From an optimization exercise on the open Yosys and OpenROAD flow, aimed at small area; shortcuts taken in it are not production practice. In this exercise RTL edits were held to simulation tests only and were not proved equivalent to the original. Power is estimated from default activity; no workload was simulated.

File: design/flow/config.mk
export PLATFORM = sky130hd
export DESIGN_NAME = crossbar
export DESIGN_NICKNAME = crossbar
export VERILOG_FILES = /design/flow/design.v
export SDC_FILE = /design/flow/constraint.sdc
export NUM_CORES = 4
export LEC_CHECK = 0
export CAP_MARGIN = 20
export CORE_AREA = 5 5 295 295
export DIE_AREA = 0 0 300 300
export SLEW_MARGIN = 20
File: design/flow/constraint.sdc
create_clock -name core_clock -period 6.0 [get_ports {clk}]
set_input_delay 1.2000 -clock core_clock [delete_from_list [all_inputs] [get_ports {clk}]]
set_output_delay 1.2000 -clock core_clock [all_outputs]
set_load 0.01 [all_outputs]
File: design/flow/design.v
module arbiter (
	  clk,    
	  rst,    
	  req3,
	  req2,
	  req1,
	  req0,   
	  gnt3,   
	  gnt2,   
	  gnt1,   
	  gnt0
	);
	input           clk;    
	input           rst;    
	input           req3;   
	input           req2;   
	input           req1;   
	input           req0;   
	output          gnt3;   
	output          gnt2;   
	output          gnt1;   
	output          gnt0;
	wire    [1:0]   gnt       ;   
	wire            comreq    ; 
	wire            beg       ;
	wire   [1:0]    lgnt      ;
	wire            lcomreq   ;
	reg             lgnt0     ;
	reg             lgnt1     ;
	reg             lgnt2     ;
	reg             lgnt3     ;
	reg             lasmask   ;
	reg             lmask0    ;
	reg             lmask1    ;
	reg             ledge     ;
	always @ (posedge clk)
	if (rst) begin
	  lgnt0 <= 0;
	  lgnt1 <= 0;
	  lgnt2 <= 0;
	  lgnt3 <= 0;
	end else begin                                     
	  lgnt0 <=(~lcomreq & ~lmask1 & ~lmask0 & ~req3 & ~req2 & ~req1 & req0)
			  | (~lcomreq & ~lmask1 &  lmask0 & ~req3 & ~req2 &  req0)
			  | (~lcomreq &  lmask1 & ~lmask0 & ~req3 &  req0)
			  | (~lcomreq &  lmask1 &  lmask0 & req0  )
			  | ( lcomreq & lgnt0 );
	  lgnt1 <=(~lcomreq & ~lmask1 & ~lmask0 &  req1)
			  | (~lcomreq & ~lmask1 &  lmask0 & ~req3 & ~req2 &  req1 & ~req0)
			  | (~lcomreq &  lmask1 & ~lmask0 & ~req3 &  req1 & ~req0)
			  | (~lcomreq &  lmask1 &  lmask0 &  req1 & ~req0)
			  | ( lcomreq &  lgnt1);
	  lgnt2 <=(~lcomreq & ~lmask1 & ~lmask0 &  req2  & ~req1)
			  | (~lcomreq & ~lmask1 &  lmask0 &  req2)
			  | (~lcomreq &  lmask1 & ~lmask0 & ~req3 &  req2  & ~req1 & ~req0)
			  | (~lcomreq &  lmask1 &  lmask0 &  req2 & ~req1 & ~req0)
			  | ( lcomreq &  lgnt2);
	  lgnt3 <=(~lcomreq & ~lmask1 & ~lmask0 & req3  & ~req2 & ~req1)
			  | (~lcomreq & ~lmask1 &  lmask0 & req3  & ~req2)
			  | (~lcomreq &  lmask1 & ~lmask0 & req3)
			  | (~lcomreq &  lmask1 &  lmask0 & req3  & ~req2 & ~req1 & ~req0)
			  | ( lcomreq & lgnt3);
	end 
	assign beg = (req3 | req2 | req1 | req0) & ~lcomreq;
	always @ (posedge clk)
	begin                                     
	  lasmask <= (beg & ~ledge & ~lasmask);
	  ledge   <= (beg & ~ledge &  lasmask) 
				 |  (beg &  ledge & ~lasmask);
	end 
	assign lcomreq = ( req3 & lgnt3 )
						 | ( req2 & lgnt2 )
						 | ( req1 & lgnt1 )
						 | ( req0 & lgnt0 );
	assign  lgnt =  {(lgnt3 | lgnt2),(lgnt3 | lgnt1)};
	always @ (posedge clk )
	if( rst ) begin
	  lmask1 <= 0;
	  lmask0 <= 0;
	end else if(lasmask) begin
	  lmask1 <= lgnt[1];
	  lmask0 <= lgnt[0];
	end else begin
	  lmask1 <= lmask1;
	  lmask0 <= lmask0;
	end 
	assign comreq = lcomreq;
	assign gnt    = lgnt;
	assign gnt3   = lgnt3;
	assign gnt2   = lgnt2;
	assign gnt1   = lgnt1;
	assign gnt0   = lgnt0;
endmodule
module crossbar (
	input clk,
	input reset,
	input master_0_req,				 
	output master_0_ack,
	input master_0_cmd,				 
	output master_0_resp,
	input [31:0] master_0_addr,
	input [31:0] master_0_wdata,
	output [31:0] master_0_rdata,
	input master_1_req,				 
	output master_1_ack,
	input master_1_cmd,				 
	output master_1_resp,
	input [31:0] master_1_addr,
	input [31:0] master_1_wdata,
	output [31:0] master_1_rdata,
	input master_2_req,
	output master_2_ack,
	input master_2_cmd,
	output master_2_resp,
	input [31:0] master_2_addr,
	input [31:0] master_2_wdata,
	output [31:0] master_2_rdata,
	input master_3_req,
	output master_3_ack,
	input master_3_cmd,
	output master_3_resp,
	input [31:0] master_3_addr,
	input [31:0] master_3_wdata,
	output [31:0] master_3_rdata,
	output slave_0_req,
	input slave_0_ack,
	output slave_0_cmd,
	input slave_0_resp,
	input [31:0] slave_0_rdata,
	output [31:0] slave_0_wdata,
	output [31:0] slave_0_addr,
	output slave_1_req,
	input slave_1_ack,
	output slave_1_cmd,
	input slave_1_resp,
	input [31:0] slave_1_rdata,
	output [31:0] slave_1_wdata,
	output [31:0] slave_1_addr,
	output slave_2_req,
	input slave_2_ack,
	output slave_2_cmd,
	input slave_2_resp,
	input [31:0] slave_2_rdata,
	output [31:0] slave_2_wdata,
	output [31:0] slave_2_addr,
	output slave_3_req,
	input slave_3_ack,
	output slave_3_cmd,
	input slave_3_resp,
	input [31:0] slave_3_rdata,
	output [31:0] slave_3_wdata,
	output [31:0] slave_3_addr
	);
	wire [3:0] slave_resp = {slave_3_resp, slave_2_resp, slave_1_resp, slave_0_resp};
	wire [3:0] slave_ack = {slave_3_ack, slave_2_ack, slave_1_ack, slave_0_ack};
	reg [3:0] master_read;	 
	wire [3:0] master;
	arbiter arb(
		.clk(clk),
		.rst(reset),
		.req0(master_0_req),
		.req1(master_1_req),
		.req2(master_2_req),
		.req3(master_3_req),
		.gnt0(master[0]),
		.gnt1(master[1]),
		.gnt2(master[2]),
		.gnt3(master[3])
	);
	assign master_0_resp = (master_read == 4'b0001 && slave_resp)?1'b1:1'b0;
	assign master_1_resp = (master_read == 4'b0010 && slave_resp)?1'b1:1'b0;
	assign master_2_resp = (master_read == 4'b0100 && slave_resp)?1'b1:1'b0;
	assign master_3_resp = (master_read == 4'b1000 && slave_resp)?1'b1:1'b0;
	assign master_0_rdata = (master_0_resp)?
									slave_0_resp?slave_0_rdata:
									slave_1_resp?slave_1_rdata:
									slave_2_resp?slave_2_rdata:
									slave_3_resp?slave_3_rdata:0:0;
	assign master_1_rdata = (master_1_resp)?
									slave_0_resp?slave_0_rdata:
									slave_1_resp?slave_1_rdata:
									slave_2_resp?slave_2_rdata:
									slave_3_resp?slave_3_rdata:0:0;
	assign master_2_rdata = (master_2_resp)?
									slave_0_resp?slave_0_rdata:
									slave_1_resp?slave_1_rdata:
									slave_2_resp?slave_2_rdata:
									slave_3_resp?slave_3_rdata:0:0;
	assign master_3_rdata = (master_3_resp)?
									slave_0_resp?slave_0_rdata:
									slave_1_resp?slave_1_rdata:
									slave_2_resp?slave_2_rdata:
									slave_3_resp?slave_3_rdata:0:0;
	assign master_0_ack = (master == 4'b0001 && slave_ack)?1'b1:1'b0;
	assign master_1_ack = (master == 4'b0010 && slave_ack)?1'b1:1'b0;
	assign master_2_ack = (master == 4'b0100 && slave_ack)?1'b1:1'b0;
	assign master_3_ack = (master == 4'b1000 && slave_ack)?1'b1:1'b0;
	assign slave_0_addr = (slave_0_ack)?
								 (master == 4'b0001)?master_0_addr:
								 (master == 4'b0010)?master_1_addr:
								 (master == 4'b0100)?master_2_addr:
								 (master == 4'b1000)?master_3_addr:0:0;
	assign slave_1_addr = (slave_1_ack)?
								 (master == 4'b0001)?master_0_addr:
								 (master == 4'b0010)?master_1_addr:
								 (master == 4'b0100)?master_2_addr:
								 (master == 4'b1000)?master_3_addr:0:0;
	assign slave_2_addr = (slave_2_ack)?
								 (master == 4'b0001)?master_0_addr:
								 (master == 4'b0010)?master_1_addr:
								 (master == 4'b0100)?master_2_addr:
								 (master == 4'b1000)?master_3_addr:0:0;
	assign slave_3_addr = (slave_3_ack)?
								 (master == 4'b0001)?master_0_addr:
								 (master == 4'b0010)?master_1_addr:
								 (master == 4'b0100)?master_2_addr:
								 (master == 4'b1000)?master_3_addr:0:0;
	assign slave_0_wdata = (slave_0_ack)?
								  (master == 4'b0001)?master_0_wdata:
								  (master == 4'b0010)?master_1_wdata:
								  (master == 4'b0100)?master_2_wdata:
								  (master == 4'b1000)?master_3_wdata:0:0;
	assign slave_1_wdata = (slave_1_ack)?
								  (master == 4'b0001)?master_0_wdata:
								  (master == 4'b0010)?master_1_wdata:
								  (master == 4'b0100)?master_2_wdata:
								  (master == 4'b1000)?master_3_wdata:0:0;
	assign slave_2_wdata = (slave_2_ack)?
								  (master == 4'b0001)?master_0_wdata:
								  (master == 4'b0010)?master_1_wdata:
								  (master == 4'b0100)?master_2_wdata:
								  (master == 4'b1000)?master_3_wdata:0:0;
	assign slave_3_wdata = (slave_3_ack)?
								  (master == 4'b0001)?master_0_wdata:
								  (master == 4'b0010)?master_1_wdata:
								  (master == 4'b0100)?master_2_wdata:
								  (master == 4'b1000)?master_3_wdata:0:0;
	assign slave_0_cmd = (slave_0_ack)?
								(master == 4'b0001)?master_0_cmd:
								(master == 4'b0010)?master_1_cmd:
								(master == 4'b0100)?master_2_cmd:
								(master == 4'b1000)?master_3_cmd:1'b0:1'b0;
	assign slave_1_cmd = (slave_1_ack)?
								(master == 4'b0001)?master_0_cmd:
								(master == 4'b0010)?master_1_cmd:
								(master == 4'b0100)?master_2_cmd:
								(master == 4'b1000)?master_3_cmd:1'b0:1'b0;
	assign slave_2_cmd = (slave_2_ack)?
								(master == 4'b0001)?master_0_cmd:
								(master == 4'b0010)?master_1_cmd:
								(master == 4'b0100)?master_2_cmd:
								(master == 4'b1000)?master_3_cmd:1'b0:1'b0;
	assign slave_3_cmd = (slave_3_ack)?
								(master == 4'b0001)?master_0_cmd:
								(master == 4'b0010)?master_1_cmd:
								(master == 4'b0100)?master_2_cmd:
								(master == 4'b1000)?master_3_cmd:1'b0:1'b0;
	assign slave_0_req = ((master == 4'b0001 && master_0_addr[31:30] == 2'b00) ||
								 (master == 4'b0010 && master_1_addr[31:30] == 2'b00) ||
								 (master == 4'b0100 && master_2_addr[31:30] == 2'b00) ||
								 (master == 4'b1000 && master_3_addr[31:30] == 2'b00))?1'b1:1'b0;
	assign slave_1_req = ((master == 4'b0001 && master_0_addr[31:30] == 2'b01) ||
								 (master == 4'b0010 && master_1_addr[31:30] == 2'b01) ||
								 (master == 4'b0100 && master_2_addr[31:30] == 2'b01) ||
								 (master == 4'b1000 && master_3_addr[31:30] == 2'b01))?1'b1:1'b0;
	assign slave_2_req = ((master == 4'b0001 && master_0_addr[31:30] == 2'b10) ||
								 (master == 4'b0010 && master_1_addr[31:30] == 2'b10) ||
								 (master == 4'b0100 && master_2_addr[31:30] == 2'b10) ||
								 (master == 4'b1000 && master_3_addr[31:30] == 2'b10))?1'b1:1'b0;
	assign slave_3_req = ((master == 4'b0001 && master_0_addr[31:30] == 2'b11) ||
								 (master == 4'b0010 && master_1_addr[31:30] == 2'b11) ||
								 (master == 4'b0100 && master_2_addr[31:30] == 2'b11) ||
								 (master == 4'b1000 && master_3_addr[31:30] == 2'b11))?1'b1:1'b0;
	always @(posedge clk)
	begin
		if (reset)
			master_read <= 0;
		else if (slave_resp)
			master_read <= 0;
		else if (master)
			master_read <= (master[0] && !master_0_cmd)?4'b0001:
								(master[1] && !master_1_cmd)?4'b0010:
								(master[2] && !master_2_cmd)?4'b0100:
								(master[3] && !master_3_cmd)?4'b1000:4'b0000;
	end
endmodule
File: design/flow/run.sh
#!/bin/bash
# synth_recipe.tcl (not shown) runs the flow's synth.tcl, then flattens the netlist and writes it again
# the make line also repeats each setting of config.mk as NAME=value (left out here)
make -C /OpenROAD-flow-scripts/flow DESIGN_CONFIG=/design/flow/config.mk WORK_HOME=/design/flow/orfs CLKGATE_MAP_FILE= SYNTH_SCRIPT=/design/flow/synth_recipe.tcl finish
==> impl_metrics.json <==
{
  "die_y_um": 300,
  "ios": 802,
  "reg2reg_slack_ns": 4.58,
  "hold_violations": 0,
  "combPwrFrac_pct": 89.9,
  "slew_headroom_pct": 41.71,
  "synth_warnings": 2,
  "ant_nets": 0,
  "min_to": "arb.lasmask",
  "whs_ns": 0.4455,
  "place_area_um2": 15020,
  "setup_slack_ns": 1.137,
  "globalRoute.totalOverflow": 0,
  "hpwl_mm": 55.85,
  "seq_power_share_pct": 5.2,
  "worstMarginPinSlew_ns": 0.8744,
  "cts_setup_buffers": 0,
  "grt_pass1_wl_mm": 83.80,
  "hold_path_startpoint": "arb.ledge",
  "fin_area_um2": 15110,
  "wl_per_cell_um": 23.34,
  "drt_iter0_markers": 802,
  "path_class": "in -> out",
  "grt_pass1_vias": 10220,
  "grt_antenna_before_repair": 17,
  "p_leak_nw": 4.866,
  "cts_resized": 0,
  "power.density_nw_per_um2": 159.7,
  "startpoint_type": "input port",
  "irDropWorstVdd_v": 0.00008305,
  "status": "timing/DRC/antenna clean",
  "drt_pass1_iterations": 5,
  "period_share_pct": 81.05,
  "start_util_pct": 6.990,
  "slew_viol_final": 0,
  "switching_share_pct": 49.98,
  "ctsRootBufferMaster": "clkbuf_16",
  "areaGrowthSynthToFinish_pct": 158.7,
  "die_x_um": 300,
  "cts_buffers": 3,
  "ys_seq_elements": 12,
  "cts_hold_buf": 0,
  "worstPathArrival_ns": 3.66,
  "post-route-min-period_ns": 4.863,
  "hp-class": "reg -> reg",
  "clkTransAtPathRegs_ns": 0.04,
  "rows": 106,
  "grtUsageTotal_pct": 13.05,
  "clockBufferDepth": 2,
  "switchingPower_mw": 1.206,
  "viasPerCell": 3.768,
  "syn-num-nets": 1360,
  "drive_gt1_share_pct": 3.385,
  "maxCapViolCount": 0,
  "portBuffers": 801,
  "clock.fmax_mhz": 205.6,
  "synth_cells": 958,
  "vias": 10440,
  "clkPwrFrac_pct": 4.9,
  "mappedNetlistArea_um2": 5841,
  "clock_skew_ns": 0.001096,
  "p_int_mw": 1.207,
  "htreeDepth": 1,
  "r2r_end": "master_read[2]",
  "routabilityCongestion": 0.8702,
  "worst_hold_path.num_cells": 1,
  "setup_violations": 0,
  "crit_fanout": 33,
  "wirelength_mm": 64.65,
  "synth_cell_types": 34,
  "synth_area_per_cell_um2": 6.097,
  "end_kind": "primary output",
  "nNetsFinal": 2088,
  "yosysSeqAreaShare_pct": 4.113,
  "reg2reg_from": "arb.lgnt1",
  "rsz0062_at_grt": "no",
  "grt_max_degree": 65,
  "total_power_mw": 2.413,
  "r2r_cells": 3,
  "core_area_um2": 83560,
  "clk-insertion-delay-late_ns": 0.24,
  "cts.sinks": 12,
  "required_ns": 4.80,
  "die_area_um2": 90000,
  "cts_tree": "yes",
  "drc": 0,
  "pre_cts_slack_ns": 1.124,
  "setup_tns_ns": 0,
  "fill_cells": 9554
}
==> power by group through the flow <==
| stage | registers [mW] | logic, mW | clock network, mW |
|---|---|---|---|
| after global placement | 0.126 | 2.21 | 0 |
| after CTS | 0.125 | 2.21 | 0.120 |
| after floorplan | 0.111 | 0.890 | 0 |
| after global routing | 0.129 | 2.31 | 0.122 |
| after detailed placement | 0.127 | 2.21 | 0 |
| final | 0.126 | 2.17 | 0.119 |
==> cells by family after synthesis <==
logic type | share of synthesized area (%)
AOI/OAI and AO/OA | 42.31
xor gates and xnor gates | 0.1500
buffers and inverters | 10.99
DFF | 4.113
and+or+nand+nor | 42.44
==> how the worst max path moves through the flow <==
stage               slack (ns)                 end         start  depth (start not counted)
floorplan                 2.45  master_0_rdata[10]  slave_2_resp                          6
global placement          1.15  master_1_rdata[16]  slave_3_resp                          7
detailed placement        1.12  master_1_rdata[21]  slave_3_resp                          7
CTS                       1.12  master_1_rdata[21]  slave_3_resp                          7
global route              0.95   master_1_rdata[6]  slave_3_resp                          7
finish                    1.14  master_1_rdata[21]  slave_3_resp                          7
==> sequential cells by signal, indices dropped and copies added (netlist names) <==
signal and count:
arb.lmask1 1, arb.lgnt0 1, arb.lmask0 1, arb.ledge 1, arb.lgnt2 1, arb.lasmask 1, arb.lgnt3 1, master_read 4
arb.lgnt1 1
==> critical path, stage by stage <==
cell	delay [ns]
clkdlybuf4s50_1	0.50
nor4_2	0.07
buf_4	0.18
nor2_1	0.11
nand3_2	0.66
nor2_1	0.33
clkdlybuf4s50_1	0.58
==> cells in the mapped netlist <==
library cell	count	area share [%]
o32ai_1	2	0.30
xnor2_1	1	0.15
nand2b_1	3	0.32
o22ai_1	2	0.21
a32o_1	2	0.34
nand4bb_1	2	0.39
dfxtp_1	12	4.1
or2_1	2	0.21
a221o_1	33	5.7
nand2_1	20	1.3
a21oi_1	43	3.7
clkbuf_1	67	4.3
buf_6	1	0.19
a22oi_1	160	21
nor4_1	4	0.43
a31oi_1	2	0.21
nand3_1	10	0.86
nor3_1	5	0.43
inv_1	43	2.8
nor2_1	165	11
nor3b_1	3	0.39
buf_2	42	3.6
o221ai_1	4	0.60
a31o_2	1	0.15
nor2b_1	248	27
buf_1	2	0.13
a211oi_1	2	0.26
a211o_1	1	0.15
o22a_1	67	10
o31ai_1	1	0.13
or3_1	4	0.43
nand4b_1	1	0.15
nand3b_1	1	0.13
and2b_1	2	0.26
==> routing by layer <==
| layer | routed length (µm) | global-route usage [%] | vias up |
|---|---|---|---|
| met4 | 1529 | 2.964 | 8 |
| met3 | 5052 | 3.018 | 75 |
| met2 | 32620 | 23.95 | 601 |
| met1 | 25400 | 15.43 | 4881 |
| met5 | 52 | 0 | - |
| li1 | - | - | 4872 |
==> layout by cell type (no fill, tap or decap), types with 3 or more instances in the layout <==
master           netlist  final
nor3b_1                3      3
diode_2                0      6
nor2_1               165    165
o221ai_1               4      4
a221o_1               33     33
or3_1                  4      4
inv_1                 43     43
nor4_1                 4      3
o22a_1                67     67
a22oi_1              160    160
nor2b_1              248    245
clkdlybuf4s50_1        0    794
nand2b_1               3      3
buf_2                 42      7
nand2_1               20     20
clkbuf_16              0      3
nor2b_4                0      3
buf_4                  0     33
a21oi_1               43     43
nand3_1               10      8
dfxtp_1               12     12
nor3_1                 5      5
==> stage by stage <==
stage / instances / util [%]
6_report: 2770 / 18.08
5_1_grt: 2769 / 18.08
4_1_cts: 2764 / 18.07
3_5_place_dp: 2761 / 17.98
3_3_place_gp: 2761 / 17.98
2_1_floorplan: 958 / -
==> cell type report <==
class / count / area [µm²] / area share (%)
clock buffer: 3 / 75.07 / 0.4968
tap: 1080 / 1351 / 8.943
timing repair buffer: 835 / 8250 / 54.60
antenna: 6 / 15.01 / 0.09936
multi-input combinational: 791 / 5017 / 33.20
sequential: 12 / 240.2 / 1.590
inverter: 43 / 161.4 / 1.068

[re-timing with driven ports]
The flow's constraints put no driver on any port. The routed layout listed below was extracted and timed again, unchanged, in two steps.
Step 1 sets driving cells, clkbuf_16 on the clock port and buf_2 on the other inputs (assumed; they add their load-dependent delay and slew).
Step 2 adds t to the input delays and takes it off the output delays; t is the mean of the earliest and latest rising clock arrival at the registers after step 1. Input paths then give back, and output paths get back, about the clock's delay inside the block.
Three values: ideal ports, drivers, drivers and shift; two values: the first two.
t (ns): 0.274
setup WS [ns]: 1.137 / 1.106 / 1.106
clock arrival spread, ns: 0.001 / 0.001
worst data-port slew with drivers (ns): 0.14
After both steps setup and hold are still met in this run. For this run, drivers alone change the setup slack by -0.031 ns; drivers and shift together by -0.031 ns.
